From an optimization exercise on the open Yosys and OpenROAD flow, aimed at small area; shortcuts taken in it are not production practice.
Function was checked by simulation only, so behaviour that the tests miss may differ from the original.
No activity file was given, so power comes from the tool's default toggle rates.

File: flow/equiv.tcl
yosys -import
read_liberty -ignore_miss_func $::env(LIB)
read_verilog std_synth.v
yosys rename $::env(FLOW_TOP) gold
read_verilog remap.v
yosys rename $::env(FLOW_TOP) gate
flatten gold gate
yosys rename -hide w:_*
async2sync
opt_clean
equiv_make gold gate eq
hierarchy -top eq
equiv_simple -seq 2
equiv_induct
equiv_status -assert
File: flow/run.sh
#!/bin/bash
# Layout flow: the standard synthesis, then an area-oriented re-mapping of the
# combinational logic only (every register instance is kept as synthesis made it),
# then the standard layout steps on the re-mapped netlist, with a smaller clock
# tree and smaller port buffers.
set -euo pipefail
W=$(pwd)
RES=$W/orfs/results/$FLOW_PLATFORM/i2c_core/base
PDK=$FLOW_HOME/platforms/$FLOW_PLATFORM
export LIB=$PDK/lib/sky130_fd_sc_hd__tt_025C_1v80.lib
YOSYS=$(command -v yosys || echo "$FLOW_HOME/../tools/install/yosys/bin/yosys")
export DONT_USE=$(sed -n '/DONT_USE_CELLS/,/^$/p' $PDK/config.mk | grep -o "sky130_fd_sc_hd__[A-Za-z0-9_]*" | sed 's/^/-dont_use /' | tr '\n' ' ')

# 1. standard synthesis
bash standard.sh synth > $W/synth.log 2>&1
cp $RES/1_2_yosys.v $W/std_synth.v

# 2. re-map the combinational logic for area with a few ABC scripts, keep the smallest,
#    then prove it equal to the standard netlist
best=""; best_area=""
for n in 1 2 3 4; do
  case $n in
    1) export ABC_SCRIPT="+strash;dch,-f;amap,-A,10,-F,5;topo;stime,-c" ;;
    2) export ABC_SCRIPT="+strash;dch,-f;amap,-A,10,-F,5;strash;dch,-f;amap,-A,10,-F,5;topo;stime,-c" ;;
    3) export ABC_SCRIPT="+strash;dch;amap,-A,10,-F,5;topo;stime,-c" ;;
    4) export ABC_SCRIPT="+strash;dch,-f;amap,-A,10,-F,5;strash;dch,-f;amap,-A,10,-F,5;strash;dch,-f;amap,-A,10,-F,5;topo;stime,-c" ;;
  esac
  export REMAP_OUT=remap_$n.v
  $YOSYS -c $W/flow/remap.tcl > $W/remap_$n.log 2>&1
  a=$(grep "Chip area for module" $W/remap_$n.log | tail -1 | awk '{print $NF}')
  echo "script $n area $a" >> $W/remap_choice.log
  if [[ -z "$best" ]] || awk "BEGIN{exit !($a < $best_area)}"; then best=$n; best_area=$a; fi
done
echo "chosen $best" >> $W/remap_choice.log
cp $W/remap_$best.v $W/remap.v
$YOSYS -c $W/flow/equiv.tcl > $W/equiv.log 2>&1
cp $W/remap.v $RES/1_2_yosys.v
touch $RES/1_2_yosys.v

# 3. standard layout from the re-mapped netlist
export CTS_ARGS="-sink_clustering_enable -repair_clock_nets -sink_clustering_size 10 -sink_clustering_max_diameter 40 -buf_list sky130_fd_sc_hd__clkbuf_4 -dont_use_dummy_load"
export BUFFER_PORTS_ARGS="-buffer_cell sky130_fd_sc_hd__buf_1"
bash standard.sh > $W/layout.log 2>&1
File: standard.sh
#!/bin/bash
# synth_recipe.tcl (not shown) runs the flow's synth.tcl, then flattens the netlist and writes it again
# the make line also repeats each setting of config.mk as NAME=value (left out here)
make -C /OpenROAD-flow-scripts/flow DESIGN_CONFIG=/design/flow/config.mk WORK_HOME=/design/flow/orfs CLKGATE_MAP_FILE= SYNTH_SCRIPT=/design/flow/synth_recipe.tcl "${@:-finish}"
File: config.mk
export PLATFORM = sky130hd
export DESIGN_NAME = i2c_core
export DESIGN_NICKNAME = i2c_core
export VERILOG_FILES = /design/flow/design.v
export SDC_FILE = /design/flow/constraint.sdc
export NUM_CORES = 4
export LEC_CHECK = 0
export CAP_MARGIN = 0
export CORE_MARGIN = 2
export CORE_UTILIZATION = 80
export PLACE_DENSITY = 0.88
export SLEW_MARGIN = 0
File: constraint.sdc
create_clock -name core_clock -period 10.0 [get_ports {pclk}]
set_input_delay 2.0000 -clock core_clock [delete_from_list [all_inputs] [get_ports {pclk}]]
set_output_delay 2.0000 -clock core_clock [all_outputs]
set_load 0.01 [all_outputs]
File: flow/remap.tcl
yosys -import
read_liberty -ignore_miss_func $::env(LIB)
blackbox sky130_fd_sc_hd__df* sky130_fd_sc_hd__edf* sky130_fd_sc_hd__sdf* sky130_fd_sc_hd__dl*
read_verilog std_synth.v
hierarchy -top $::env(FLOW_TOP)
flatten
opt -fast
stat -liberty $::env(LIB)
abc -liberty $::env(LIB) {*}$::env(DONT_USE) -script $::env(ABC_SCRIPT)
opt_clean -purge
hilomap -singleton -hicell sky130_fd_sc_hd__conb_1 HI -locell sky130_fd_sc_hd__conb_1 LO
insbuf -buf sky130_fd_sc_hd__buf_4 A X
splitnets
opt_clean -purge
stat -liberty $::env(LIB)
write_verilog -noattr -nohex -nodec $::env(REMAP_OUT)
File: design.v
module i2c_clock(
	apb_csel, pclk, prst_n, i_clock_en, i_clock_stop,
	i_clk
	);
input [1:0]apb_csel;
input pclk;
input prst_n;
input i_clock_en;
input i_clock_stop;
  output i_clk; 
wire ice_down;
wire ics_down;
wire ice_enable;
wire ics_enable;
wire clear;
wire pre_iclk;
wire [8:0]clock_rate;
reg [1:0] ice_counter;
reg [1:0] ics_counter;
reg [8:0]clock_counter;
reg i_clock_en_pre;
reg i_clock_stop_longer_edge_pre;
assign ice_down = i_clock_en_pre & (~i_clock_en);
assign ics_down = i_clock_stop_longer_edge_pre & (~i_clock_stop);
assign ice_enable = (ice_counter > 0); 
assign ics_enable = (ics_counter > 0);
assign clock_rate = apb_csel[1] ? (apb_csel[0] ? 15 : 125) : (apb_csel[0] ? 50 : 500);
assign pre_iclk = (clock_counter >= clock_rate/2);
assign clear = (clock_counter == clock_rate);
assign i_clk = (ics_enable | ~ice_enable | i_clock_en)?1'b1:pre_iclk;
always @(posedge pclk,negedge prst_n) 
begin
	if(~prst_n) 
	begin 
		i_clock_en_pre <= 1'b0;
		i_clock_stop_longer_edge_pre <= 1'b0;
	end
    else 
	begin 
        i_clock_en_pre <= i_clock_en;
        i_clock_stop_longer_edge_pre <= i_clock_stop;
	end
end
always @(posedge pclk, negedge prst_n)
begin
	if(~prst_n) ice_counter <= 2'b0;
	else 
	begin
	casex({ice_down, ics_down})
		2'b01: ice_counter <= 2'b00;
		2'b11: ice_counter <= 2'b00;
		2'b10: ice_counter <= ice_counter + 1'd1;
		2'b00: ice_counter <= ice_counter;
		default: ice_counter <= ice_counter;
	endcase
	end
end
always @(posedge pclk, negedge prst_n)
begin
	if(~prst_n) ics_counter <= 2'b0;
	else 
	begin
	case({ics_down, ice_down})
		2'b01: ics_counter <= 2'b00;
		2'b11: ics_counter <= 2'b00;
		2'b10: ics_counter <= ics_counter + 1'd1;
		2'b00: ics_counter <= ics_counter;
	default: ics_counter <= ics_counter;
	endcase
	end
end
always @(posedge pclk, negedge prst_n)
begin
	if (~prst_n) clock_counter <= 9'd0;
	else
	begin
		if ((~ice_enable)) 
			clock_counter <= 9'd0;
		else 
			clock_counter <= clock_counter + 9'd1; 
	end 
end
endmodule
module i2c_txff(
	txff_data,
	txff_txnf,
	txff_empty,
	pclk,
	prst_n,
	apb_ctx,
	i_txff_rd,
	apb_data,
	apb_txff_wr);
output [7:0] txff_data;
output txff_txnf;
output txff_empty;
input [7:0] apb_data;
input pclk;
input prst_n;
input apb_ctx;
input i_txff_rd;
input apb_txff_wr;
reg [4:0] txff_wptr, txff_rptr;
reg apb_ctx1;
reg dt_we_txfifo1, dt_we_txfifo2, dt_we_txfifo3;
reg dt_re_txfifo1, dt_re_txfifo2, dt_re_txfifo3;
wire apb_ctx_up   = apb_ctx & ~apb_ctx1;
wire fbit_comp    = txff_wptr[4] ^ txff_rptr[4];
wire equal        = (txff_wptr[3:0] == txff_rptr[3:0]);
wire txff_full    = fbit_comp & equal;
assign txff_empty = ~fbit_comp & equal;
assign txff_txnf  = ~txff_full;
wire dt_we_txfifo = ~txff_full & apb_txff_wr;
wire dt_re_txfifo = ~txff_empty & i_txff_rd;
wire mem_we       = dt_we_txfifo | dt_we_txfifo1;
wire [127:0] txff_memory;
genvar i;
generate
	for (i = 0; i < 16; i = i + 1) begin : g_ent
		reg [7:0] ent;
		always @(posedge pclk or negedge prst_n)
		begin
			if (~prst_n)
				ent <= 8'd0;
			else if (mem_we & (txff_wptr[3:0] == i))
				ent <= apb_data;
		end
		assign txff_memory[i*8 +: 8] = ent;
	end
endgenerate
assign txff_data = txff_memory[txff_rptr[3:0]*8 +: 8];
always @(posedge pclk or negedge prst_n)
begin
	if (~prst_n)
		txff_rptr <= 5'd0;
	else if (apb_ctx_up)
		txff_rptr <= 5'd0;
	else if (dt_re_txfifo3)
		txff_rptr <= txff_rptr + 5'd1;
end
always @(posedge pclk or negedge prst_n)
begin
	if (~prst_n)
		txff_wptr <= 5'd0;
	else if (apb_ctx_up)
		txff_wptr <= txff_rptr;
	else if (dt_we_txfifo3)
		txff_wptr <= txff_wptr + 5'd1;
end
always @(posedge pclk or negedge prst_n)
begin
	if (~prst_n) begin
		apb_ctx1 <= 1'b0;
		dt_we_txfifo1 <= 1'b0;
		dt_we_txfifo2 <= 1'b0;
		dt_we_txfifo3 <= 1'b0;
		dt_re_txfifo1 <= 1'b0;
		dt_re_txfifo2 <= 1'b0;
		dt_re_txfifo3 <= 1'b0;
	end
	else begin
		apb_ctx1 <= apb_ctx;
		dt_we_txfifo1 <= dt_we_txfifo;
		dt_we_txfifo2 <= dt_we_txfifo1;
		dt_we_txfifo3 <= dt_we_txfifo2;
		dt_re_txfifo1 <= dt_re_txfifo;
		dt_re_txfifo2 <= dt_re_txfifo1;
		dt_re_txfifo3 <= dt_re_txfifo2;
	end
end
endmodule
module i2c_rxff(
  rxff_data,
  rxff_rxne,
  rxff_ov,
  pclk,
  prst_n,
  apb_crx,
  i_rxff_wr,
  rxff_din,
  apb_rxff_rd);
output [7:0]rxff_data;
output rxff_rxne;
output reg rxff_ov;
input [7:0] rxff_din;
input   pclk;
input   prst_n;
input   apb_crx;
input   i_rxff_wr;
input   apb_rxff_rd;
wire  fbit_comp;
wire  equal;
wire dt_we_rxfifo, dt_re_rxfifo;
wire overflow_set;
wire rxff_full;
wire rxff_threshold;	
wire apb_crx_up;
reg [4:0]rxff_wptr,rxff_rptr;
reg [127:0]rxff_memory;
reg apb_crx1;
reg dt_we_rxfifo1;
reg dt_we_rxfifo2;
reg dt_we_rxfifo3;
assign dt_we_rxfifo = (~rxff_full)& i_rxff_wr;
assign dt_re_rxfifo = rxff_rxne & apb_rxff_rd;
assign overflow_set = rxff_full & i_rxff_wr;
assign rxff_data =  rxff_memory[rxff_rptr[3:0]*8 +: 8]; 
assign fbit_comp =  (rxff_wptr[4] ^rxff_rptr[4]);
assign equal = (rxff_wptr[3:0] - rxff_rptr[3:0])? 1'b1 : 1'b0; 
assign rxff_full = fbit_comp & equal;
assign rxff_rxne = (~fbit_comp & equal);
assign apb_crx_up = apb_crx & ~apb_crx1;
always @(posedge pclk or negedge prst_n) 
begin
	if(~prst_n)
        rxff_memory <= 128'd0;
	else if(dt_we_rxfifo | dt_we_rxfifo) 
        rxff_memory[rxff_wptr[3:0]*8 +: 8] <= rxff_din;
end
always @(posedge pclk or negedge prst_n) 
begin
    if(~prst_n) 
        rxff_rptr <= 5'd0;
	else if (apb_crx_up)
		rxff_rptr <= 5'd0;
	else begin
		if(dt_re_rxfifo) 
			rxff_rptr <= rxff_rptr + 5'd1;
        else 
			rxff_rptr <= rxff_rptr;
	end
end
always @(posedge pclk or negedge prst_n) 
begin
	if(~prst_n) 
		rxff_wptr <= 5'd0;
	else begin
	case ({apb_crx_up , dt_we_rxfifo3})
		2'b00:  rxff_wptr <= rxff_wptr;
		2'b01:  rxff_wptr <= rxff_wptr + 5'd1;
		2'b10:  rxff_wptr <= rxff_rptr;
		2'b11:  rxff_wptr <= rxff_rptr;          
	endcase
	end
end
always @(posedge pclk or negedge prst_n) 
begin
	if(~prst_n)
		rxff_ov <= 1'b0; 
	else begin
	case ({overflow_set , dt_we_rxfifo})
		2'b00:  rxff_ov <= rxff_ov;
		2'b01:  rxff_ov <= 1'b0;
		2'b10:  rxff_ov <= 1'b1;
		2'b11:  rxff_ov <= 1'b0;          
	endcase
    end
end    
always @(posedge pclk or negedge prst_n)
begin
	if(~prst_n) begin
	apb_crx1 <= 1'b0;
	dt_we_rxfifo1 <= 1'b0;
	dt_we_rxfifo2 <= 1'b0;
	dt_we_rxfifo3 <= 1'b0;
	end else begin
	apb_crx1 <= apb_crx; 
	dt_we_rxfifo1 <= dt_we_rxfifo;
	dt_we_rxfifo2 <= dt_we_rxfifo1;
	dt_we_rxfifo3 <= dt_we_rxfifo2;
	end
end
endmodule
module i2c_apb(
	prst_n		, pclk		, psel		, penable	, pwrite	, paddr		, pwdata, 
	rxff_data	, 	rxff_ov	, i_rx_busy	, i_tx_busy	, rxff_rxne	, txff_txnf	, i_mrs	,
    prdata	, apb_ctx	, apb_crx		, apb_ms		, apb_en, 
	apb_csel, apb_tadd	, apb_txff_wr	, apb_rxff_rd	, i2c_if,
	apb_add	, apb_rw	, apb_sp		, apb_rs		, apb_data
	);
input prst_n;
input pclk;
input psel;
input penable;
input pwrite;
input [7:0] paddr;
input [31:0] pwdata;
input [7:0] rxff_data;
input rxff_ov;
input i_rx_busy;
input i_tx_busy;
input rxff_rxne;
input txff_txnf;
input i_mrs;
output reg [31:0] prdata;
output apb_ctx;
output apb_crx;
output apb_ms;
output apb_en;
output reg [6:0] apb_add;
output apb_rw;
output apb_sp;
output apb_rs;
output reg [7:0] apb_data;
output [1:0]apb_csel;
output reg [6:0] apb_tadd;
output apb_txff_wr;
output apb_rxff_rd;
output i2c_if;
wire apb_oie;
wire apb_tie;
wire apb_rie; 
wire apb_busy;
wire i2c_tf;
wire i2c_rf;
wire i2c_of; 
wire i2c_te;
wire i2c_re; 
wire we;
wire read; 
wire result;
reg con_we;
reg se_we;
reg add_we;
reg com_we;
reg dt_we;
reg ie_we;
reg cd_we;
reg tadd_we;
reg [6:0] apb_con;
reg [1:0] apb_se;
reg [2:0] apb_com;
reg [2:0] apb_ie;
reg [1:0] apb_clk;
assign apb_ctx =  apb_con[0];
assign apb_crx = apb_con[1];
assign apb_ms =  apb_con[2];
assign apb_en = apb_se[0];
assign apb_busy = i_tx_busy | i_rx_busy;
assign apb_rw = apb_com[0];
assign apb_sp = apb_com[1];
assign apb_rs = apb_com[2];
assign apb_csel = apb_clk;
assign apb_rie = apb_ie[1];
assign apb_tie = apb_ie[1];
assign apb_oie = apb_ie[0];
assign apb_txff_wr = dt_we & txff_txnf;
assign read = psel & penable &(~pwrite);
assign result = (paddr[7:0]==8'h2C);
assign apb_rxff_rd =read & result;
assign i2c_te = txff_txnf;
assign i2c_re = rxff_rxne;
assign i2c_tf = apb_tie & i2c_te;
assign i2c_rf = apb_rie & i2c_re;
assign i2c_of = apb_oie & rxff_ov; 
assign i2c_if = i2c_tf | i2c_rf | i2c_of;	   
assign we= psel & pwrite & penable;
always @(*) 
begin
	case(paddr[7:0])
	8'h1C:begin
		con_we= we;
		se_we = 1'b0;
		add_we = 1'b0;
		com_we = 1'b0;
		dt_we = 1'b0;
		ie_we = 1'b0;
		cd_we = 1'b0;
		tadd_we = 1'b0;
	end
	8'h20: begin
		con_we= 1'b0;
		se_we = we;
		add_we = 1'b0;
		com_we = 1'b0;
		dt_we = 1'b0;
		ie_we = 1'b0;
		cd_we = 1'b0;
		tadd_we = 1'b0;
	end
	8'h24: begin
		con_we= 1'b0;
		se_we = 1'b0;
		add_we = we;
		com_we = 1'b0;
		dt_we = 1'b0;
		ie_we = 1'b0;
		cd_we = 1'b0;
		tadd_we = 1'b0;    
	end
	8'h28: begin 
		con_we= 1'b0;
		se_we = 1'b0;
		add_we = 1'b0;
		com_we = we;
		dt_we = 1'b0;
		ie_we = 1'b0;
		cd_we = 1'b0;
		tadd_we = 1'b0;
	end
	8'h2C: begin
		con_we= 1'b0;
		se_we = 1'b0;
		add_we = 1'b0;
		com_we = 1'b0;
		dt_we = we;
		ie_we = 1'b0;
		cd_we = 1'b0;
		tadd_we = 1'b0;
	end
	8'h30: begin
		con_we= 1'b0;
		se_we = 1'b0;
		add_we = 1'b0;
		com_we = 1'b0;
		dt_we = 1'b0;
		ie_we = we;
		cd_we = 1'b0;
		tadd_we = 1'b0;
	end
	8'h3C: begin
		con_we= 1'b0;
		se_we = 1'b0;
		add_we = 1'b0;
		com_we = 1'b0;
		dt_we = 1'b0;
		ie_we = 1'b0;
		cd_we = we;
		tadd_we = 1'b0;
	end
	8'h40: begin
		con_we= 1'b0;
		se_we = 1'b0;
		add_we = 1'b0;
		com_we = 1'b0;
		dt_we = 1'b0;
		ie_we = 1'b0;
		cd_we = 1'b0;
		tadd_we = we;
	end
	default:begin
		con_we= 1'b0;
		se_we = 1'b0;
		add_we = 1'b0;
		com_we = 1'b0;
		dt_we = 1'b0;
		ie_we = 1'b0;
		cd_we = 1'b0;
		tadd_we = 1'b0;
	end
    endcase
end
always @(posedge pclk,negedge prst_n) 
begin
    if(~prst_n) 
		apb_con<= 3'd0;
    else if(con_we) 
		apb_con<= pwdata[2:0];
end
always @(posedge pclk,negedge prst_n) 
begin
    if(~prst_n) 
		apb_se<= 2'd0;
    else if(se_we) 
		apb_se<= pwdata[1:0];
end
always @(posedge pclk,negedge prst_n) 
begin
    if(~prst_n) 
		apb_add<= 7'd0;
    else if(add_we) 
		apb_add<= pwdata[6:0];
end
always @(posedge pclk,negedge prst_n) 
begin
    if(~prst_n) 
		apb_com<= 3'd0;
    else if (i_mrs)
		apb_com[2] <= 1'b0;
	else if(com_we) 
		apb_com<= pwdata[2:0];
end
always @(posedge pclk,negedge prst_n) 
begin
	if(~prst_n)
		apb_data<= 8'd0;
	else if(dt_we) 
		apb_data<= pwdata[7:0];
end
always @(posedge pclk,negedge prst_n) 
begin
    if(~prst_n) 
		apb_ie<= 3'd0;
    else if(ie_we) 
		apb_ie<= pwdata[2:0];
end
always @(posedge pclk,negedge prst_n) 
begin
    if(~prst_n) 
		apb_clk<= 2'd0;
    else if(cd_we) 
		apb_clk<= pwdata[1:0];
end
always @(posedge pclk,negedge prst_n) 
begin
    if(~prst_n) 
		apb_tadd<= 7'd0;
    else if(tadd_we) 
		apb_tadd<= pwdata[6:0];
end
always @(*) 
begin
	casez(paddr[7:0])
		8'h1C:prdata={25'd0,apb_con[6:0]};
		8'h20:prdata={27'd0,apb_busy,rxff_rxne,txff_txnf,apb_se[1:0]};
		8'h24:prdata={25'd0,apb_add[6:0]};
		8'h28:prdata={29'd0,apb_com[2:0]};
		8'h2C:prdata={24'd0,rxff_data[7:0]};
		8'h30:prdata={29'd0,apb_ie[2:0]};
		8'h34:prdata={29'd0,i2c_re,i2c_te,rxff_ov};
		8'h38:prdata={29'd0,i2c_tf,i2c_rf,i2c_of};
		8'h3C:prdata={25'd0,apb_clk[1:0]};
		8'h40:prdata={25'd0,apb_tadd[6:0]};
		default: prdata = 32'd0;
    endcase
end
endmodule  
module i2c_interface(
	pclk, prst_n, i_clk, txff_data, apb_en, apb_ms, apb_sp,
	apb_rs, apb_rw,	apb_add, apb_tadd, apb_csel, rxff_ov,txff_empty,
	i_rx_busy, i_tx_busy, i_txff_rd, i_rxff_wr, rxff_din,
	i_clock_en, i_clock_stop, i_mrs, scl_o, scl_oe, sda_o, sda_oe, scl_i, sda_i
	);
parameter
	M_IDLE      = 3'b000,
	M_FIRSTBYTE = 3'b001,
	M_RECEIVE   = 3'b010,
	M_TRANSMIT  = 3'b011,
	S_IDLE      = 3'b100,
	S_FIRSTBYTE = 3'b101,
	S_RECEIVE   = 3'b110,
	S_TRANSMIT  = 3'b111;
input pclk;
input prst_n;
input i_clk;
input [7:0] txff_data;
input apb_en;
input apb_ms;
input apb_sp;
input apb_rs;
input apb_rw;
input [1:0] apb_csel;
input [6:0] apb_add;
input [6:0] apb_tadd;
input rxff_ov;
input txff_empty;
output i_rx_busy;
output i_tx_busy;
output i_txff_rd;
output i_rxff_wr;
output [7:0] rxff_din;
output i_clock_en;
output i_mrs;
output i_clock_stop;
output sda_o;
output sda_oe;
output scl_o;
output scl_oe;
input sda_i;
input scl_i;
wire sda = sda_i;
wire scl = scl_i;
reg [3:0] bc_down;
reg [3:0] bc_up;
reg [15:0] m_start_count;
reg [15:0] rs_count;
reg [7:0] rx_shift_data;
reg [8:0] tx_shift_data;
reg [2:0] cur_state;
reg [2:0] next_state;
reg [7:0] byte_count;
reg [10:0] ics_counter;    
reg [10:0] s_scl_counter;
reg [10:0] s_cd;
reg [10:0] bcd9_counter;
reg [4:0] ics_enable;
reg [7:0] s_init_value;
reg scl1, sda1, mrs2, mrs3, apb_ms1, apb_ms2, apb_ms3, m_stop1;
reg mrs_one1, mrs_one2, mrs_three1, mrs_three2;
reg s_r1, s_w1, m_r1, m_w1;
wire scl_down = ~scl & scl1;
wire scl_up   = scl & ~scl1;
wire sda_down = ~sda & sda1;
wire sda_up   = sda & ~sda1;
wire bcd0 = (bc_down == 4'd0);
wire bcd9 = bc_down[3] & bc_down[0];
wire bcd8 = bc_down[3] & ~bc_down[0];
wire bcd_gt2 = bc_down[3] | bc_down[2] | (bc_down[1] & bc_down[0]);
wire bcu0 = (bc_up == 4'd0);
wire bcu9 = bc_up[3] & bc_up[0];
wire bcu8 = bc_up[3] & ~bc_up[0];
wire bcu6 = bc_up[2] & bc_up[1] & ~bc_up[0];
wire apb_ms_down = ~apb_ms & apb_ms3;
wire apb_ms_up   = apb_ms & ~apb_ms3;
wire m_fsm_receive   = (cur_state == M_RECEIVE);
wire m_fsm_firstbyte = (cur_state == M_FIRSTBYTE);
wire m_fsm_transmit  = (cur_state == M_TRANSMIT);
wire s_fsm_idle      = (cur_state == S_IDLE);
wire s_fsm_receive   = (cur_state == S_RECEIVE);
wire s_fsm_firstbyte = (cur_state == S_FIRSTBYTE);
wire s_fsm_transmit  = (cur_state == S_TRANSMIT);
wire bytec0 = (byte_count == 8'd0);
wire bytec1 = (byte_count == 8'd1);
wire c0 = ~apb_csel[1] & ~apb_csel[0];
wire c1 = ~apb_csel[1] &  apb_csel[0];
wire c2 =  apb_csel[1] & ~apb_csel[0];
wire c3 =  apb_csel[1] &  apb_csel[0];
wire [10:0] ic = ics_counter;
wire ics_nz  = |ic;
wire ics_one = ics_nz & (c0 & (ic < 500) | c1 & (ic < 50) | c2 & (ic < 125) | c3 & (ic < 15));
wire ics_two = ics_nz & (c0 & (ic < 1000) | c1 & (ic < 100) | c2 & (ic < 250) | c3 & (ic < 30));
wire ics_three = ics_nz & (c0 & (ic < 1500) | c1 & (ic < 150) | c2 & (ic < 375) | c3 & (ic < 45));
wire ics_eq1 = c0 & (ic == 500) | c1 & (ic == 50) | c2 & (ic == 125) | c3 & (ic == 15);
wire ics_clr = c0 & (ic == 1500) | c1 & (ic == 150) | c2 & (ic == 375) | c3 & (ic == 45);
wire rs_hi0 = ~|rs_count[15:11];
wire [10:0] rc = rs_count[10:0];
wire rs_nz = |rs_count;
wire mrs_one   = rs_nz & rs_hi0 & (c0 & (rc < 500) | c1 & (rc < 50) | c2 & (rc < 125) | c3 & (rc < 15));
wire mrs_two   = rs_nz & rs_hi0 & (c0 & (rc < 1000) | c1 & (rc < 100) | c2 & (rc < 250) | c3 & (rc < 30));
wire mrs_three = rs_nz & rs_hi0 & (c0 & (rc <= 1500) | c1 & (rc <= 150) | c2 & (rc <= 375) | c3 & (rc <= 45));
wire rs_clr    = rs_hi0 & (c0 & (rc == 1504) | c1 & (rc == 154) | c2 & (rc == 379) | c3 & (rc == 49));
wire mrs_one_down   = ~mrs_one & mrs_one2;
wire mrs_three_down = ~mrs_three & mrs_three2;
wire ms_hi0 = ~|m_start_count[15:11];
wire [10:0] mc = m_start_count[10:0];
wire start_complete = ms_hi0 & (c0 & (mc == 1000) | c1 & (mc == 100) | c2 & (mc == 250) | c3 & (mc == 30));
wire ms_lo = |m_start_count & ms_hi0 & (c0 & (mc <= 500) | c1 & (mc <= 50) | c2 & (mc <= 125) | c3 & (mc <= 15));
wire s_start = scl & sda_down & ~apb_ms;
wire s_stop  = scl & sda_up & ~apb_ms;
assign i_rxff_wr = (m_fsm_receive | s_fsm_receive) & bcu8 & scl_down;
assign i_txff_rd = ~txff_empty & (((s_fsm_firstbyte & rx_shift_data[0]) | s_fsm_transmit |
			((m_fsm_transmit | m_fsm_firstbyte) & ~apb_rw)) & scl_up & bcd8);
wire ack_edge = scl_up & bcd0;
wire m_ack_ok = ack_edge ? (~(~sda & (m_fsm_transmit | m_fsm_firstbyte)) & ~m_fsm_receive) : 1'b1;
wire s_ack_ok = s_fsm_transmit & ack_edge & ~sda;
wire m_r = apb_rw & ~m_ack_ok;
wire m_w = ~apb_rw & ~m_ack_ok;
wire s_right_addr = ~bytec0 & s_fsm_firstbyte & (rx_shift_data[7:1] == apb_add[6:0]);
wire s_r = s_right_addr & bcu9 & ~rx_shift_data[0];
wire s_w = s_right_addr & bcu9 & rx_shift_data[0];
wire m_tx_shift_en = scl_down & (m_fsm_firstbyte | m_fsm_transmit) & ~bcu8;
wire m_rx_shift_en = scl_up & m_fsm_receive & ~(bcd0 | bcd9);
wire s_tx_shift_en = scl_down & (s_fsm_firstbyte | s_fsm_transmit) & ~bcu8;
wire s_rx_shift_en = scl_up & (s_fsm_firstbyte | s_fsm_receive) & ~bcu8;
always @(posedge pclk or negedge prst_n)
begin
	if (~prst_n)
		s_init_value <= 8'd0;
	else if (bcu6)
		s_init_value <= txff_data[7:0];
end
wire [7:0] m_init_value = (m_fsm_firstbyte & bytec0) ? {apb_tadd[6:0], apb_rw} : txff_data[7:0];
wire m_stop    = apb_ms & ~apb_sp & bcd0 & ~bytec0;
wire m_stop_up = m_stop & ~m_stop1;
wire ics_en    = m_stop_up | (m_ack_ok & ack_edge & (m_fsm_firstbyte | m_fsm_transmit));
wire m_rs_interval = apb_rs & bcd0;
wire m_restart     = m_rs_interval & ~mrs3;
assign i_mrs       = mrs_three_down;
assign i_tx_busy = (cur_state == S_TRANSMIT) | (~cur_state[2] & cur_state[0]);
assign i_rx_busy = (cur_state[2] & (cur_state[1] ^ cur_state[0])) | m_fsm_receive;
assign i_clock_en   = ms_lo | (mrs_three & ~mrs_two);
assign i_clock_stop = apb_ms & ics_eq1 | mrs_one_down;
wire s_rs_detect   = (bcd9_counter > s_cd);
wire [11:0] sx = {1'b0, s_cd};
wire [11:0] sy = {3'b0, s_cd[10:2]};
wire [11:0] sz = {1'b0, bcd9_counter};
wire [11:0] sc = (sx & sy) | ((sx | sy) & ~sz);
wire s_stop_detect = ~apb_ms & ((sx ^ sy ^ sz) == {sc[10:0], 1'b0});
wire ack_return = ics_one | (((bcd0 | bcd9) & ~s_rs_detect & (s_fsm_firstbyte | s_fsm_receive |
			(apb_sp & m_fsm_receive & ~bytec1))) | ((s_fsm_transmit | s_fsm_receive) & bytec1));
wire s_firstbyte_to_idle = ack_edge & (~s_right_addr | s_ack_ok);
assign rxff_din = rx_shift_data[7:0];
wire m_hiz = apb_ms & ((m_fsm_receive & (~(bcd0 | bcd9) | (bcu0 & bytec1))) |
			((m_fsm_firstbyte | m_fsm_transmit) & (bcd0 | bcd9)) | mrs_one_down);
wire s_hiz = ~apb_ms & (s_rs_detect | s_fsm_idle | ((s_fsm_receive | s_fsm_firstbyte) & (~(bcd0 | bcd9) | bytec0)) |
			(s_fsm_transmit & (bcd0 | bcd9 | bytec1)));
wire hiz = m_hiz | s_hiz;
wire zero = (ack_return & ~rxff_ov) | ((i_clock_en | (~ics_one & ics_two) | (mrs_one | mrs_three_down)) & apb_ms);
wire one  = (apb_ms & ics_three & ~ics_two) | (ack_return & rxff_ov) | (apb_ms & mrs_two & ~mrs_one);
assign scl_oe = apb_ms | ~prst_n | rxff_ov;
assign scl_o  = apb_ms ? i_clk : ~prst_n;
assign sda_oe = one | zero | ~hiz;
assign sda_o  = one ? 1'b1 : (zero ? 1'b0 : tx_shift_data[8]);
always @(posedge pclk or negedge prst_n)
begin
	if (~prst_n) cur_state <= M_IDLE;
	else if (~apb_en) cur_state <= apb_ms ? M_IDLE : S_IDLE;
	else if (apb_ms_up) cur_state <= M_IDLE;
	else if (apb_ms_down) cur_state <= S_IDLE;
	else cur_state <= next_state;
end
always @(*)
begin
	case (cur_state)
		M_IDLE:
			if (apb_sp) next_state = M_FIRSTBYTE;
			else next_state = cur_state;
		M_FIRSTBYTE:
			if (m_w1) next_state = M_TRANSMIT;
			else if (m_r1) next_state = M_RECEIVE;
			else if (ack_edge & m_ack_ok) next_state = M_IDLE;
			else next_state = cur_state;
		M_TRANSMIT:
			if (ics_enable[4] | i_clock_stop) next_state = M_IDLE;
			else next_state = cur_state;
		M_RECEIVE:
			if (m_stop | i_clock_stop) next_state = M_IDLE;
			else next_state = cur_state;
		S_IDLE:
			if (s_start) next_state = S_FIRSTBYTE;
			else next_state = cur_state;
		S_FIRSTBYTE:
			if (s_w1) next_state = S_TRANSMIT;
			else if (s_r1) next_state = S_RECEIVE;
			else if (s_firstbyte_to_idle) next_state = S_IDLE;
			else next_state = cur_state;
		S_TRANSMIT:
			if (s_start) next_state = S_FIRSTBYTE;
			else if ((~s_ack_ok & ack_edge) | s_stop) next_state = S_IDLE;
			else next_state = cur_state;
		default:  
			if (s_stop) next_state = S_IDLE;
			else if (s_start) next_state = S_FIRSTBYTE;
			else next_state = cur_state;
	endcase
end
always @(posedge pclk or negedge prst_n)
begin
	if (~prst_n) bc_up <= 4'b0;
	else if (bcu9) bc_up <= 4'b0;
	else if (scl_up) bc_up <= bc_up + 4'd1;
end
always @(posedge pclk or negedge prst_n)
begin
	if (~prst_n) bc_down <= 4'b0;
	else if (bcd9) bc_down <= 4'b0;
	else if (scl_down) bc_down <= bc_down + 4'd1;
end
always @(posedge pclk or negedge prst_n)
begin
	if (~prst_n) byte_count <= 8'b0;
	else if (ics_en | m_restart | s_start) byte_count <= 8'b0;
	else if (bcu0 & scl_down) byte_count <= byte_count + 8'd1;
end
always @(posedge pclk or negedge prst_n)
begin
	if (~prst_n) s_scl_counter <= 11'b0;
	else if (scl_up) s_scl_counter <= 11'b0;
	else s_scl_counter <= s_scl_counter + 11'd1;
end
always @(posedge pclk or negedge prst_n)
begin
	if (~prst_n) s_cd <= 11'b0;
	else if (scl_up) s_cd <= s_scl_counter;
end
always @(posedge pclk or negedge prst_n)
begin
	if (~prst_n) m_start_count <= 16'b0;
	else if (~start_complete) m_start_count <= apb_sp ? m_start_count + 16'd1 : 16'b0;
end
always @(posedge pclk or negedge prst_n)
begin
	if (~prst_n) rs_count <= 16'b0;
	else if (m_restart) rs_count <= 16'b0;
	else if (~(rs_clr | (~apb_rs & bcd_gt2))) rs_count <= rs_count + 16'd1;
end
always @(posedge pclk or negedge prst_n)
begin
	if (~prst_n) bcd9_counter <= 11'b0;
	else if (scl_down) bcd9_counter <= 11'b0;
	else if (~s_stop_detect) bcd9_counter <= bcd9_counter + 11'd1;
end
always @(posedge pclk or negedge prst_n)
begin
	if (~prst_n) ics_counter <= 11'b0;
	else if (ics_en) ics_counter <= 11'b0;
	else if (~((ics_clr | apb_sp) & ~bytec0) & ~(ics_counter[10] & ics_counter[9]))
		ics_counter <= ics_counter + 11'd1;
end
always @(posedge pclk or negedge prst_n)
begin
	if (~prst_n) rx_shift_data <= 8'd0;
	else if (m_rx_shift_en | s_rx_shift_en) rx_shift_data <= {rx_shift_data[6:0], sda};
end
always @(posedge pclk or negedge prst_n)
begin
	if (~prst_n)
		tx_shift_data <= {9{1'b1}};
	else if (apb_ms) begin
		if (m_tx_shift_en)
			tx_shift_data <= {tx_shift_data[7:0], 1'b1};
		else if (bcd9 | (m_fsm_firstbyte & bytec0) | m_restart)
			tx_shift_data <= {1'b1, m_init_value};
	end
	else begin
		if (bcu9)
			tx_shift_data <= {1'b0, s_init_value};
		else if (s_tx_shift_en)
			tx_shift_data <= {tx_shift_data[7:0], 1'b1};
	end
end
always @(posedge pclk)
begin
	if (~prst_n) begin
		scl1 <= 1'b0;
		sda1 <= 1'b0;
		m_stop1 <= 1'b0;
		mrs2 <= 1'b0;
		mrs3 <= 1'b0;
		apb_ms1 <= 1'b0;
		apb_ms2 <= 1'b0;
		apb_ms3 <= 1'b0;
		ics_enable <= 5'b0;
		mrs_one1 <= 1'b0;
		mrs_one2 <= 1'b0;
		mrs_three1 <= 1'b0;
		mrs_three2 <= 1'b0;
		s_r1 <= 1'b0;
		s_w1 <= 1'b0;
		m_r1 <= 1'b0;
		m_w1 <= 1'b0;
	end
	else begin
		scl1 <= scl;
		sda1 <= sda;
		m_stop1 <= m_stop;
		mrs2 <= m_rs_interval;
		mrs3 <= mrs2;
		apb_ms1 <= apb_ms;
		apb_ms2 <= apb_ms1;
		apb_ms3 <= apb_ms2;
		ics_enable <= {ics_enable[3:0], i_clock_stop};
		mrs_one1 <= mrs_one;
		mrs_one2 <= mrs_one1;
		mrs_three1 <= mrs_three;
		mrs_three2 <= mrs_three1;
		s_r1 <= s_r;
		s_w1 <= s_w;
		m_r1 <= m_r;
		m_w1 <= m_w;
	end
end
endmodule
module i2c_core ( 
   prdata, i2c_if,
   sda_o, sda_oe, scl_o, scl_oe, sda_i, scl_i,
   pwrite, pwdata, psel, prst_n, penable, pclk, paddr
   );
input [7:0]		paddr;			 
input			pclk;			 
input			penable;		 
input			prst_n;			 
input			psel;			 
input [31:0]		pwdata;			 
input			pwrite;			 
output			i2c_if;			 
output [31:0]		prdata;			 
output sda_o, sda_oe, scl_o, scl_oe;
input sda_i, scl_i;
wire [6:0]		apb_add;		 
wire			apb_crx;		 
wire [1:0]		apb_csel;		 
wire			apb_ctx;		 
wire [7:0]		apb_data;		 
wire			apb_en;			 
wire			apb_ms;			 
wire			apb_rs;			 
wire			apb_rw;			 
wire			apb_rxff_rd;		 
wire			apb_sp;			 
wire [6:0]		apb_tadd;		 
wire			apb_txff_wr;		 
wire			i_clk;			 
wire			i_clock_en;		 
wire			i_clock_stop;		 
wire			i_mrs;			 
wire			i_rx_busy;		 
wire			i_rxff_wr;		 
wire			i_tx_busy;		 
wire			i_txff_rd;		 
wire [7:0]		rxff_data;		 
wire [7:0]		rxff_din;		 
wire			rxff_ov;		 
wire			rxff_rxne;		 
wire [7:0]		txff_data;		 
wire			txff_empty;		 
wire			txff_txnf;		 
i2c_interface 	ii( 
		   .i_rx_busy		(i_rx_busy),
		   .i_tx_busy		(i_tx_busy),
		   .i_txff_rd		(i_txff_rd),
		   .i_rxff_wr		(i_rxff_wr),
		   .rxff_din		(rxff_din[7:0]),
		   .i_clock_en		(i_clock_en),
		   .i_mrs		(i_mrs),
		   .i_clock_stop	(i_clock_stop),
		   .sda_o		(sda_o),
		   .sda_oe		(sda_oe),
		   .scl_o		(scl_o),
		   .scl_oe		(scl_oe),
		   .sda_i		(sda_i),
		   .scl_i		(scl_i),
		   .pclk		(pclk),
		   .prst_n		(prst_n),
		   .i_clk		(i_clk),
		   .txff_data		(txff_data[7:0]),
		   .apb_en		(apb_en),
		   .apb_ms		(apb_ms),
		   .apb_sp		(apb_sp),
		   .apb_rs		(apb_rs),
		   .apb_rw		(apb_rw),
		   .apb_csel		(apb_csel[1:0]),
		   .apb_add		(apb_add[6:0]),
		   .apb_tadd		(apb_tadd[6:0]),
		   .rxff_ov		(rxff_ov),
		   .txff_empty		(txff_empty));
i2c_apb			ia( 
			   .prdata		(prdata[31:0]),
			   .apb_ctx		(apb_ctx),
			   .apb_crx		(apb_crx),
			   .apb_ms		(apb_ms),
			   .apb_en		(apb_en),
			   .apb_add		(apb_add[6:0]),
			   .apb_rw		(apb_rw),
			   .apb_sp		(apb_sp),
			   .apb_rs		(apb_rs),
			   .apb_data		(apb_data[7:0]),
			   .apb_csel		(apb_csel[1:0]),
			   .apb_tadd		(apb_tadd[6:0]),
			   .apb_txff_wr		(apb_txff_wr),
			   .apb_rxff_rd		(apb_rxff_rd),
			   .i2c_if		(i2c_if),
			   .prst_n		(prst_n),
			   .pclk		(pclk),
			   .psel		(psel),
			   .penable		(penable),
			   .pwrite		(pwrite),
			   .paddr		(paddr[7:0]),
			   .pwdata		(pwdata[31:0]),
			   .rxff_data		(rxff_data[7:0]),
			   .rxff_ov		(rxff_ov),
			   .i_rx_busy		(i_rx_busy),
			   .i_tx_busy		(i_tx_busy),
			   .rxff_rxne		(rxff_rxne),
			   .txff_txnf		(txff_txnf),
			   .i_mrs		(i_mrs));
i2c_rxff		ir( 
			   .rxff_data		(rxff_data[7:0]),
			   .rxff_rxne		(rxff_rxne),
			   .rxff_ov		(rxff_ov),
			   .rxff_din		(rxff_din[7:0]),
			   .pclk		(pclk),
			   .prst_n		(prst_n),
			   .apb_crx		(apb_crx),
			   .i_rxff_wr		(i_rxff_wr),
			   .apb_rxff_rd		(apb_rxff_rd));
i2c_txff		it( 
			   .txff_data		(txff_data[7:0]),
			   .txff_txnf		(txff_txnf),
			   .txff_empty		(txff_empty),
			   .apb_data		(apb_data[7:0]),
			   .pclk		(pclk),
			   .prst_n		(prst_n),
			   .apb_ctx		(apb_ctx),
			   .i_txff_rd		(i_txff_rd),
			   .apb_txff_wr		(apb_txff_wr));
i2c_clock		ic( 
			   .i_clk		(i_clk),
			   .apb_csel		(apb_csel[1:0]),
			   .pclk		(pclk),
			   .prst_n		(prst_n),
			   .i_clock_en		(i_clock_en),
			   .i_clock_stop	(i_clock_stop));
endmodule  
==> metrics.md, run 1 <==
| Metric | Value |
|---|---|
| Fin. Hold Viols | `0` |
| DRC Markers | `0` |
| Number of hold buffers added after cts | `0` |
| Critical Path RT | `8.00 ns` |
| Share of layout cells above drive strength 1 | `0.0370` |
| Total Wirelength | `62100 microns` |
| Placed wire-length estimate | `41800 microns` |
| Final WS setup | `approximately 3.5 ns` |
| YS warnings | `5` |
| Die area | `28700 sq um` |
| Top Metal Used | `met4` |
| First-pass GRT wire length | `98600 microns` |
| Setup TNS | `0 ns` |
| WL/cell | `22.6 microns` |
| Clock Path Buffers | `3` |
| Later-pin clock latency in the skew report | `0.79 ns` |
| Clock-pin slew reported for the worst setup and hold paths after clock tree synthesis | `roughly 0.10 ns` |
| Mapped Area | `around 22000 sq um` |
| DP Worst Slack | `3.08 ns` |
| Post-Synthesis Cells | `2298` |
| Setup crit start kind | `register` |
| Post-CTS sizing | `0` |
| Max-cap check violation count | `0` |
| Final instance area | `22900 sq um` |
| Initial Utilization | `0.813` |
| Worst setup EP type | `output port` |
| First-pass DRT Iterations | `8` |
| Worst Max-Slew Pin Slew | `1.27 ns` |
| Data arrival, critical path | `4.53 ns` |
| CTS tree | `done` |
| Largest stage delay, worst path | `0.55 ns` |
| Worst min-delay path class | `register to register` |
| # port buffers | `35` |
| Nets@finish | `2454` |
| Die height | `169 microns` |
| Critical path type | `register to output port` |
| Row count | `60` |
| Top achievable clock speed | `0.153 GHz` |
| CTS root buffer | `clkbuf_4` |
| RSZ-0062 raised after global routing | `false` |
| Most frequent CP cell | `o21ai_0` |
| Slowest CP cell | `or4_1` |
| Drt first-iter violations | `approximately 3.2k` |
| GRT Overall Usage | `0.434` |
| Placer Congestion | `1.05` |
| Crit Path Max Fanout | `6` |
| CTS H-tree depth | `2` |
| Synth Area per Inst | `9.53 sq um` |
| Top delay family on crit path | `simple AND/OR/NAND/NOR gates` |
| Synth-to-layout area growth | `4.77%` |
| Final Skew | `0.0809 ns` |
| Post-CTS setup buffer count | `0` |
| Setup violators final | `0` |
| Total power | `0.00399 W` |
| Placed Area | `22500 sq um` |
| Register area | `11900 sq um` |
| Worst vdd ir | `0.131 mV` |
| FF-to-FF setup slack | `5.51 ns` |
| Num CTS Buffers | `58` |
| Slew HR | `0.146` |
| Slew Viols, Final | `0` |
| Initial antenna violation count | `1` |
| Number of fill cells in the layout | `roughly 1.4k` |
| Period utilization | `0.653` |
| Status | `complete, no violations` |
| Post-route ant nets | `0` |
| Met2 WL | `roughly 29000 microns` |
| Fin crit period | `between 6 and 7 ns` |
| Via density | `7.41` |
| PwrDens | `174 nW/um^2` |
| Buf+Inv Stages, Crit Path | `3` |
| Vias post-DR | `20.3k` |
| # clock sinks | `479` |
| Hold_ws | `0.349 ns` |
| Pin count of the biggest net entering global routing | `139` |
| Crit path cell chain | `clkinv_1, nand2_1, o21ai_0, or4_1, o21ai_0, nand3_1, o21ai_0, nand3b_1, o21ai_0, nor2_1, a222oi_1, clkinv_1, or4_1, o21ai_0, a22oi_1, o21ai_0, buf_1` |
| P_leak | `9.41 nW` |
| Ports | `84` |
| Multi-input gate area | `8860 sq um` |
| Vias in the first global route | `about 19k` |
| Die Wd | `around 170 microns` |
| Met1 WL | `approximately 22000 microns` |
| Metal3 WL | `approximately 7700 microns` |
| Core footprint | `27000 sq um` |
| Overflow after GRT | `0` |
-- metal layers --
| layer | vias to the layer above | global-route usage |
|---|---|---|
| li1 | 8714 | - |
| met1 | 9628 | 0.578 |
| met2 | 1650 | 0.683 |
| met3 | 356 | 0.0926 |
| met4 | 0 | 0.225 |
| met5 | - | 0 |
-- worst paths after layout --
path	start	endpoint	cells after the start
setup / recovery	ii.s_cd[4]$_DFFE_PN0P_	sda_o	17
hold / removal	it.dt_we_txfifo1$_DFF_PN0_	it.dt_we_txfifo2$_DFF_PN0_	0
setup reg to reg	ia.apb_clk[0]$_DFFE_PN0P_	ii.rs_count[15]$_DFFE_PN0P_	26
hold reg to reg	it.dt_we_txfifo1$_DFF_PN0_	it.dt_we_txfifo2$_DFF_PN0_	0
max in group asynchronous	prst_n	ir.rxff_memory[5]$_DFFE_PN0P_	4
min in group asynchronous	prst_n	ic.ics_counter[1]$_DFFE_PN0P_	1
-- through the flow --
stage / instances / util
after floorplan: 2321 / -
after global placement: 2688 / 0.835
after detailed placement: 2688 / 0.835
after CTS: 2746 / 0.851
after global routing: 2747 / 0.852
final: 2747 / 0.852
-- layout by cell type, fill, tap and decap left out, drive strengths merged, types with 7 or more instances in the layout --
| master | count |
|---|---|
| nor2b | 16 |
| a22oi | 18 |
| o22ai | 166 |
| conb | 24 |
| o21a | 7 |
| o221ai | 16 |
| o211ai | 8 |
| a221oi | 21 |
| nor4 | 18 |
| a211oi | 50 |
| o21ai | 115 |
| a32oi | 11 |
| clkbuf | 59 |
| a31oi | 12 |
| or3 | 12 |
| a21oi | 173 |
| or2 | 8 |
| nor2 | 367 |
| o22a | 173 |
| clkinv | 285 |
| nand4 | 13 |
| dfrtp | 449 |
| nor3 | 40 |
| nand3 | 24 |
| buf | 49 |
| dfxtp | 21 |
| o32ai | 11 |
| or4 | 8 |
| dfstp | 9 |
| nand2 | 121 |
| a222oi | 35 |
-- cell type report --
type                    instances  share of cell area
inverters                     285              0.0466
well taps                     341              0.0186
repair buffers                 50              0.0113
diodes                          1            0.000109
multi-input cells            1533               0.386
clock buffers                  58              0.0190
flip-flops and latches        479               0.518
-- sequential cells by signal, indices dropped and copies added (netlist names), 7 cells and up --
name / count
ia.apb_add: 7
ic.clock_counter: 9
it.g_ent.ent: 128
ii.tx_shift_data: 9
ir.rxff_memory: 128
ii.s_scl_counter: 11
ii.s_cd: 11
ii.s_init_value: 8
ii.m_start_count: 16
ii.byte_count: 8
ii.bcd9_counter: 11
ia.apb_tadd: 7
ii.ics_counter: 11
ii.rx_shift_data: 8
ii.rs_count: 16
ia.apb_data: 8
-- worst reg2reg max path: cells and delay by family, from the launching register on --
family                 cells  cell delay, ns
AND/OR/NAND/NOR           15            2.30
AO/OA/AOI/OAI              4            0.61
buffers and inverters      7            1.02
flip-flops                 1            0.52
-- power breakdown --
group / switching (W) / internal [W]
combinational: 0.000563 / 0.000285
clock: 0.000612 / 0.000265
sequential: 0.000173 / 0.00209
==> inputs of run 2 (changes only) <==
==> flow/run.sh (replaced) <==
#!/bin/bash
# Layout flow: the standard synthesis, then an area-oriented re-mapping of the
# combinational logic only (every register instance is kept as synthesis made it),
# then the standard layout steps on the re-mapped netlist, with a smaller clock
# tree and smaller port buffers.
set -euo pipefail
W=$(pwd)
RES=$W/orfs/results/$FLOW_PLATFORM/i2c_core/base
PDK=$FLOW_HOME/platforms/$FLOW_PLATFORM
export LIB=$PDK/lib/sky130_fd_sc_hd__tt_025C_1v80.lib
YOSYS=$(command -v yosys || echo "$FLOW_HOME/../tools/install/yosys/bin/yosys")
export DONT_USE=$(sed -n '/DONT_USE_CELLS/,/^$/p' $PDK/config.mk | grep -o "sky130_fd_sc_hd__[A-Za-z0-9_]*" | sed 's/^/-dont_use /' | tr '\n' ' ')

# 1. standard synthesis
bash standard.sh synth > $W/synth.log 2>&1
cp $RES/1_2_yosys.v $W/std_synth.v

# 2. re-map the combinational logic for area with a few ABC scripts in parallel, keep
#    the smallest, then prove it equal to the standard netlist
AMAP="dch,-f;amap,-A,10,-F,5"
script() {
  case $1 in
    1) echo "+strash;$AMAP;strash;$AMAP;strash;$AMAP;topo;stime,-c" ;;
    2) echo "+&get,-n;&st;&deepsyn,-T,600,-S,0;&put;$AMAP;strash;$AMAP;topo;stime,-c" ;;
    3) echo "+&get,-n;&st;&deepsyn,-T,600,-S,1;&put;$AMAP;strash;$AMAP;topo;stime,-c" ;;
    4) echo "+&get,-n;&st;&deepsyn,-T,600,-S,2;&put;$AMAP;strash;$AMAP;topo;stime,-c" ;;
  esac
}
for n in 1 2 3 4; do
  ( export ABC_SCRIPT="$(script $n)" REMAP_OUT=remap_$n.v
    $YOSYS -c $W/flow/remap.tcl > $W/remap_$n.log 2>&1 || true ) &
done
wait
best=""; best_area=""
for n in 1 2 3 4; do
  a=$(grep "Chip area for module" $W/remap_$n.log | tail -1 | awk '{print $NF}')
  echo "script $n area ${a:-failed}" >> $W/remap_choice.log
  [[ -n "$a" && -f $W/remap_$n.v ]] || continue
  if [[ -z "$best" ]] || awk "BEGIN{exit !($a < $best_area)}"; then best=$n; best_area=$a; fi
done
echo "chosen $best" >> $W/remap_choice.log
cp $W/remap_$best.v $W/remap.v
$YOSYS -c $W/flow/equiv.tcl > $W/equiv.log 2>&1
cp $W/remap.v $RES/1_2_yosys.v
touch $RES/1_2_yosys.v

# 3. standard layout from the re-mapped netlist
export CTS_ARGS="-sink_clustering_enable -repair_clock_nets -sink_clustering_size 9 -sink_clustering_max_diameter 40 -buf_list sky130_fd_sc_hd__clkbuf_4 -dont_use_dummy_load"
export BUFFER_PORTS_ARGS="-buffer_cell sky130_fd_sc_hd__buf_1"
bash standard.sh > $W/layout.log 2>&1
==> run 2 against run 1 <==
Compared with the run above:
- synthesized area shrank 2.1%
- still clean
- via count shrank 6.5%
- largest power group unchanged
- worst setup slack lost 0.11 ns
- highest routed layer unchanged
- synthesized cell count shrank 4.4%
- hold slack gained 0.0080 ns
- sequential power is essentially flat
- final cell count shrank 3.6%
- clock power grew 1%
==> metrics.md, run 2 <==
| Metric | Value |
|---|---|
| CTS H-tree depth | `2` |
| First-pass DRT Iterations | `10` |
| Final WS setup | `3.36 ns` |
| Inst Count DP | `2584` |
| Most common cell after layout, fill and taps aside | `dfrtp_1` |
| Clock-pin slew reported for the worst setup and hold paths after clock tree synthesis | `roughly 0.10 ns` |
| Row count | `59` |
| Worst setup EP type | `register` |
| DRC Markers | `0` |
| Post-CTS setup buffer count | `0` |
| Fin crit period | `6.64 ns` |
| Post-route ant nets | `0` |
| Num CTS Buffers | `61` |
| # port buffers | `35` |
| Number of hold buffers added after cts | `0` |
| Critical Path RT | `between 10 and 15 ns` |
| Synth-to-layout area growth | `5.04%` |
| CTS root buffer | `clkbuf_4` |
| GRT Overall Usage | `0.428` |
| Synth Area per Inst | `between 9 and 10 sq um` |
| # clock sinks | `approximately 480` |
| Setup violators final | `0` |
| Number of fill cells in the layout | `1408` |
| Status | `complete, no violations` |
| First-pass GRT wire length | `95200 microns` |
| Vias in the first global route | `~19k` |
| Most frequent cells in the layout | `dfrtp_1, nor2_1, clkinv_1` |
| Critical path type | `primary input to register` |
| Post-CTS sizing | `0` |
| Worst vdd ir | `0.163 mV` |
| Via density | `7.19` |
| Core footprint | `26200 sq um` |
| YS warnings | `5` |
| Setup TNS | `0 ns` |
| DP Worst Slack | `2.79 ns` |
| Nets@finish | `2359` |
| Drt first-iter violations | `roughly 3.2k` |
| Final Skew | `0.0740 ns` |
| Mapped Area | `21400 sq um` |
| Clock Path Buffers | `3` |
| Later-pin clock latency in the skew report | `0.78 ns` |
| Initial Utilization | `0.818` |
| Share of layout cells above drive strength 1 | `0.0398` |
| Vias post-DR | `roughly 19k` |
| Top achievable clock speed | `0.151 GHz` |
| Slew Viols, Final | `0` |
| Fin. Hold Viols | `0` |
| Period utilization | `0.664` |
| Setup crit start kind | `primary input` |
| Overflow after GRT | `0` |
| Total power | `around 0.0039 W` |
| Slew HR | `0.244` |
| Crit Path Max Fanout | `11` |
| Die height | `~170 microns` |
| Ports | `84` |
| Placer Congestion | `1.03` |
| Worst min-delay path class | `register to register` |
| Die area | `28100 sq um` |
| Worst Max-Slew Pin Slew | `1.12 ns` |
| Pin count of the biggest net entering global routing | `179` |
| P_leak | `roughly 9.4 nW` |
| Total Wirelength | `59300 microns` |
| Data arrival, critical path | `between 7 and 8 ns` |
| WL/cell | `~22 microns` |
| CTS tree | `done` |
| Initial antenna violation count | `2` |
| PwrDens | `between 150 and 200 nW/um^2` |
| Non-Filler Instances | `2647` |
| Max-cap check violation count | `0` |
| Placed wire-length estimate | `~41000 microns` |
| Die Wd | `approximately 170 microns` |
| RSZ-0062 raised after global routing | `false` |
| Biggest registers after layout | `ir.rxff_memory: 128 flops, it.g_ent.ent: 128 flops` |
| Post-Synthesis Cells | `roughly 2.2k` |
run 2: cell types whose count changed in the layout (fill, tap and decap cells not counted), sizes merged, moves of 6 or more:
| cell | previous run | this run |
|---|---|---|
| a32oi | 11 | 1 |
| nand4 | 13 | 4 |
| a22oi | 18 | 6 |
| o21ai | 115 | 91 |
| nand2 | 121 | 88 |
| nor3 | 40 | 61 |
| o22a | 173 | 210 |
| and3 | 5 | 11 |
| a21oi | 173 | 161 |
| a211oi | 50 | 42 |
| nor2 | 367 | 357 |
| a222oi | 35 | 57 |
| clkinv | 285 | 310 |
| o22ai | 166 | 98 |
run 2: area by class of cell:
cell class | count | area (sq um) | share of cell area
Sequential cell | 479 | 11900 | 0.528
Multi-Input combinational cell | 1407 | 8290 | 0.368
Inverter | 310 | 1160 | 0.0517
Clock buffer | 61 | 458 | 0.0203
Tap cell | 335 | 419 | 0.0186
Timing Repair Buffer | 53 | 283 | 0.0126
Antenna cell | 2 | 5.00 | 0.000222
run 2: path summary, 6_finish.rpt:
| path | startpoint | end | slack (ns) | depth (start not counted) |
|---|---|---|---|---|
| max | paddr[0] | it.g_ent[4].ent[0]$_DFFE_PN0P_ | 3.36 | 15 |
| min | it.dt_re_txfifo1$_DFF_PN0_ | it.dt_re_txfifo2$_DFF_PN0_ | 0.36 | 0 |
| max reg2reg | ia.apb_clk[1]$_DFFE_PN0P_ | ii.rs_count[15]$_DFFE_PN0P_ | 5.50 | 19 |
| min reg2reg | it.dt_re_txfifo1$_DFF_PN0_ | it.dt_re_txfifo2$_DFF_PN0_ | 0.36 | 0 |
| max in group asynchronous | prst_n | ir.rxff_memory[127]$_DFFE_PN0P_ | 5.75 | 4 |
| min in group asynchronous | prst_n | it.g_ent[8].ent[7]$_DFFE_PN0P_ | 1.19 | 1 |
run 2: metal layers:
metal,up-vias,part of all wire,GRT usage
li1,8283,-,-
met1,9104,0.36,0.575
met2,1337,0.45,0.667
met3,297,0.13,0.100
met4,0,0.056,0.214
met5,-,0,0
run 2: per-stage QoR:
| stage | instance area [sq um] | hold WS [ns] | util |
|---|---|---|---|
| floorplan | 21500 | 0.331 | - |
| global placement | 22100 | 0.332 | 0.841 |
| detailed placement | 22100 | 0.335 | 0.841 |
| CTS | 22500 | 0.356 | 0.859 |
| global route | 22500 | 0.373 | 0.859 |
| finish | 22500 | 0.357 | 0.859 |
run 2: where the power goes:
part	internal, W	total (W)	leakage, nW	switching (W)
combinational	0.000269	0.000764	3.06	0.000495
sequential	0.00209	0.00224	6.08	0.000154
clock	0.000278	0.000886	0.281	0.000608
run 2: worst max-delay path, cell delays in order:
cell and delay (ns):
buf_1 0.06, or3_1 0.40, or2_0 0.24, nor3_1 0.33, clkinv_1 0.27, nor2_1 0.29
clkinv_1 0.22, nor2_1 0.63, clkinv_1 0.45, nor2_1 0.29, nor2_1 0.11, or3_1 0.51
nor2_1 0.64, clkinv_1 0.53, o22a_1 0.30
==> inputs of run 3 (changes only) <==
--- a/flow/run.sh
+++ b/flow/run.sh
@@ -34,5 +34,5 @@
 best=""; best_area=""
 for n in 1 2 3 4; do
-  a=$(grep "Chip area for module" $W/remap_$n.log | tail -1 | awk '{print $NF}')
+  a=$(grep "Chip area for module" $W/remap_$n.log 2>/dev/null | tail -1 | awk "{print \$NF}" || true)
   echo "script $n area ${a:-failed}" >> $W/remap_choice.log
   [[ -n "$a" && -f $W/remap_$n.v ]] || continue
==> run 3 against run 2 <==
Compared with the run above:
- still clean
- combinational power hardly changed
- register-to-register slack hardly changed
- core utilization stayed put
- maximum frequency stayed put
- design area stayed put
- sequential power hardly changed
- clock skew stayed put
- critical path depth stayed put
- clock-buffer cell count stayed put
- power stayed put
- hold slack stayed put
- via count stayed put
- largest power group unchanged
==> metrics.md, run 3 <==
| Metric | Value |
|---|---|
| Status | `complete, no violations` |
| Drt first-iter violations | `roughly 3.2k` |
| Period utilization | `0.664` |
| Gate power share | `0.196` |
| Post-Synthesis Cells | `2197` |
| Setup crit start kind | `primary input` |
| Setup violators final | `0` |
| Slew HR | `0.244` |
| Critical path type | `primary input to register` |
| Cell-internal power | `0.00264 W` |
| Overflow after GRT | `0` |
| Slew Viols, Final | `0` |
| Hold path cells | `0` |
| Data arrival, critical path | `approximately 7.3 ns` |
| WL/cell | `22.4 microns` |
| Initial antenna violation count | `2` |
| # clock sinks | `479` |
| GR peak layer | `met2` |
| Critical Path RT | `10.64 ns` |
| Number of fill cells in the layout | `between 1k and 1.5k` |
| Seq pwr share | `0.576` |
| Clk pwr share | `0.227` |
| Switch share | `0.323` |
| Total power | `0.00389 W` |
| YS warnings | `5` |
| Die Wd | `168 microns` |
| Cells on worst reg2reg path | `19` |
| Top achievable clock speed | `0.151 GHz` |
| Placed wire-length estimate | `around 40000 microns` |
| Final Skew | `0.0740 ns` |
| Fin. Hold Viols | `0` |
| Vias post-DR | `between 15k and 20k` |
| CTS root buffer | `clkbuf_4` |
| Max-cap check violation count | `0` |
| Total Wirelength | `slightly below 60000 microns` |
| Vias in the first global route | `18.5k` |
| Met2 GRT Util | `0.667` |
| DRC Markers | `0` |
| Most common cell after layout, fill and taps aside | `dfrtp_1` |
| Initial Utilization | `0.818` |
| Synth Area per Inst | `~9.8 sq um` |
| Worst setup EP type | `register` |
| CTS H-tree depth | `2` |
| RSZ-0062 raised after global routing | `false` |
| Share of layout cells above drive strength 1 | `0.0398` |
| Most frequent cells in the layout | `dfrtp_1, nor2_1, clkinv_1` |
| Crit Path Max Fanout | `11` |
| Die height | `between 150 and 200 microns` |
| # port buffers | `35` |
| Fin crit period | `~6.6 ns` |
| Core footprint | `26200 sq um` |
| Clock-pin slew reported for the worst setup and hold paths after clock tree synthesis | `0.10 ns` |
| Worst min-delay path class | `register to register` |
| Psw | `0.00126 W` |
| Nets@finish | `2359` |
| Worst Max-Slew Pin Slew | `1.12 ns` |
| Post-CTS setup buffer count | `0` |
| P_leak | `9.42 nW` |
| Worst vdd ir | `0.163 mV` |
| GRT Overall Usage | `0.428` |
| Biggest registers after layout | `ir.rxff_memory: 128 flops, it.g_ent.ent: 128 flops` |
| Synth-to-layout area growth | `5.04%` |
| Post-CTS sizing | `0` |
| Number of hold buffers added after cts | `0` |
| Mapped Area | `21400 sq um` |
| Later-pin clock latency in the skew report | `0.78 ns` |
| Row count | `59` |
| Final WS setup | `3.36 ns` |
| Via density | `7.19` |
| Setup TNS | `0 ns` |
| Die area | `28100 sq um` |
| First-pass DRT Iterations | `10` |
| Ports | `84` |
| GR Layer Usage met3 | `0.100` |
| Clock Path Buffers | `3` |
| Post-route ant nets | `0` |
| First-pass GRT wire length | `95200 microns` |
| Placer Congestion | `~1.0` |
| Num CTS Buffers | `61` |
| DP Worst Slack | `2.79 ns` |
| Pin count of the biggest net entering global routing | `179` |
| PwrDens | `approximately 170 nW/um^2` |
| Met1 Track Usage GR | `0.575` |
| CTS tree | `done` |
[run 3: critical path, stage by stage]
cell,delay (ns)
buf_1,0.06
or3_1,0.40
or2_0,0.24
nor3_1,0.33
clkinv_1,0.27
nor2_1,0.29
clkinv_1,0.22
nor2_1,0.63
clkinv_1,0.45
nor2_1,0.29
nor2_1,0.11
or3_1,0.51
nor2_1,0.64
clkinv_1,0.53
o22a_1,0.30
[run 3: area by class of cell]
type,count,area [sq um],area share
Sequential cell,479,11900,0.528
Multi-Input combinational cell,1407,8290,0.368
Inverter,310,1160,0.0517
Clock buffer,61,458,0.0203
Tap cell,335,419,0.0186
Timing Repair Buffer,53,283,0.0126
Antenna cell,2,5.00,0.000222
[run 3: path summary, 6_finish.rpt]
check,startpoint,to,slack (ns)
min in group asynchronous,prst_n,it.g_ent[8].ent[7]$_DFFE_PN0P_,1.19
hold reg to reg,it.dt_re_txfifo1$_DFF_PN0_,it.dt_re_txfifo2$_DFF_PN0_,0.36
hold / removal,it.dt_re_txfifo1$_DFF_PN0_,it.dt_re_txfifo2$_DFF_PN0_,0.36
setup reg to reg,ia.apb_clk[1]$_DFFE_PN0P_,ii.rs_count[15]$_DFFE_PN0P_,5.50
setup / recovery,paddr[0],it.g_ent[4].ent[0]$_DFFE_PN0P_,3.36
max in group asynchronous,prst_n,ir.rxff_memory[127]$_DFFE_PN0P_,5.75
[run 3: stage by stage]
stage,hold WS (ns),std cells,cell area [sq um],utilization
global placement,0.332,2584,22100,0.841
CTS,0.356,2645,22500,0.859
detailed placement,0.335,2584,22100,0.841
floorplan,0.331,2220,21500,-
finish,0.357,2647,22500,0.859
global route,0.373,2646,22500,0.859
[run 3: power groups by stage]
stage	clock network, W	logic (W)	registers [W]
5_1_grt	0.000953	0.000855	0.00226
6_report	0.000886	0.000764	0.00224
2_1_floorplan	0	0.000547	0.00223
4_1_cts	0.000884	0.000748	0.00224
3_5_place_dp	0	0.000745	0.00227
3_3_place_gp	0	0.000703	0.00226
[run 3: metal layers]
layer,vias up,share of wire
li1,8283,-
met2,1337,0.45
met5,-,0
met3,297,0.13
met4,0,0.056
met1,9104,0.36

afterwards: timing with drivers on the ports:
How much do the figures lean on ideal ports? The routed layouts below were timed once more, with nothing changed but the port constraints. Step 1 (the two cells are an assumption about what drives the block):
set clk [get_ports {pclk}]
set_driving_cell -lib_cell sky130_fd_sc_hd__clkbuf_16 $clk
set_driving_cell -lib_cell sky130_fd_sc_hd__buf_2 [delete_from_list [all_inputs] $clk]
Step 2 moves the port delays by t, midway between the first and last clock arrival at a register: inputs arrive t later, outputs are due t later. That takes back most of the time a late clock gives input paths. a / b / c = no drivers / after step 1 / after step 2; a / b = the first two.
run	t, ns	slack for setup (ns)	worst hold slack (ns)
run 1	0.781	3.469 / 3.420 / 3.041	0.349 / 0.349 / 0.349
run 2	0.793	3.359 / 3.388 / 2.595	0.357 / 0.357 / 0.357
run 3	0.793	3.359 / 3.388 / 2.595	0.357 / 0.357 / 0.357
After both steps setup and hold are still met in every run listed.
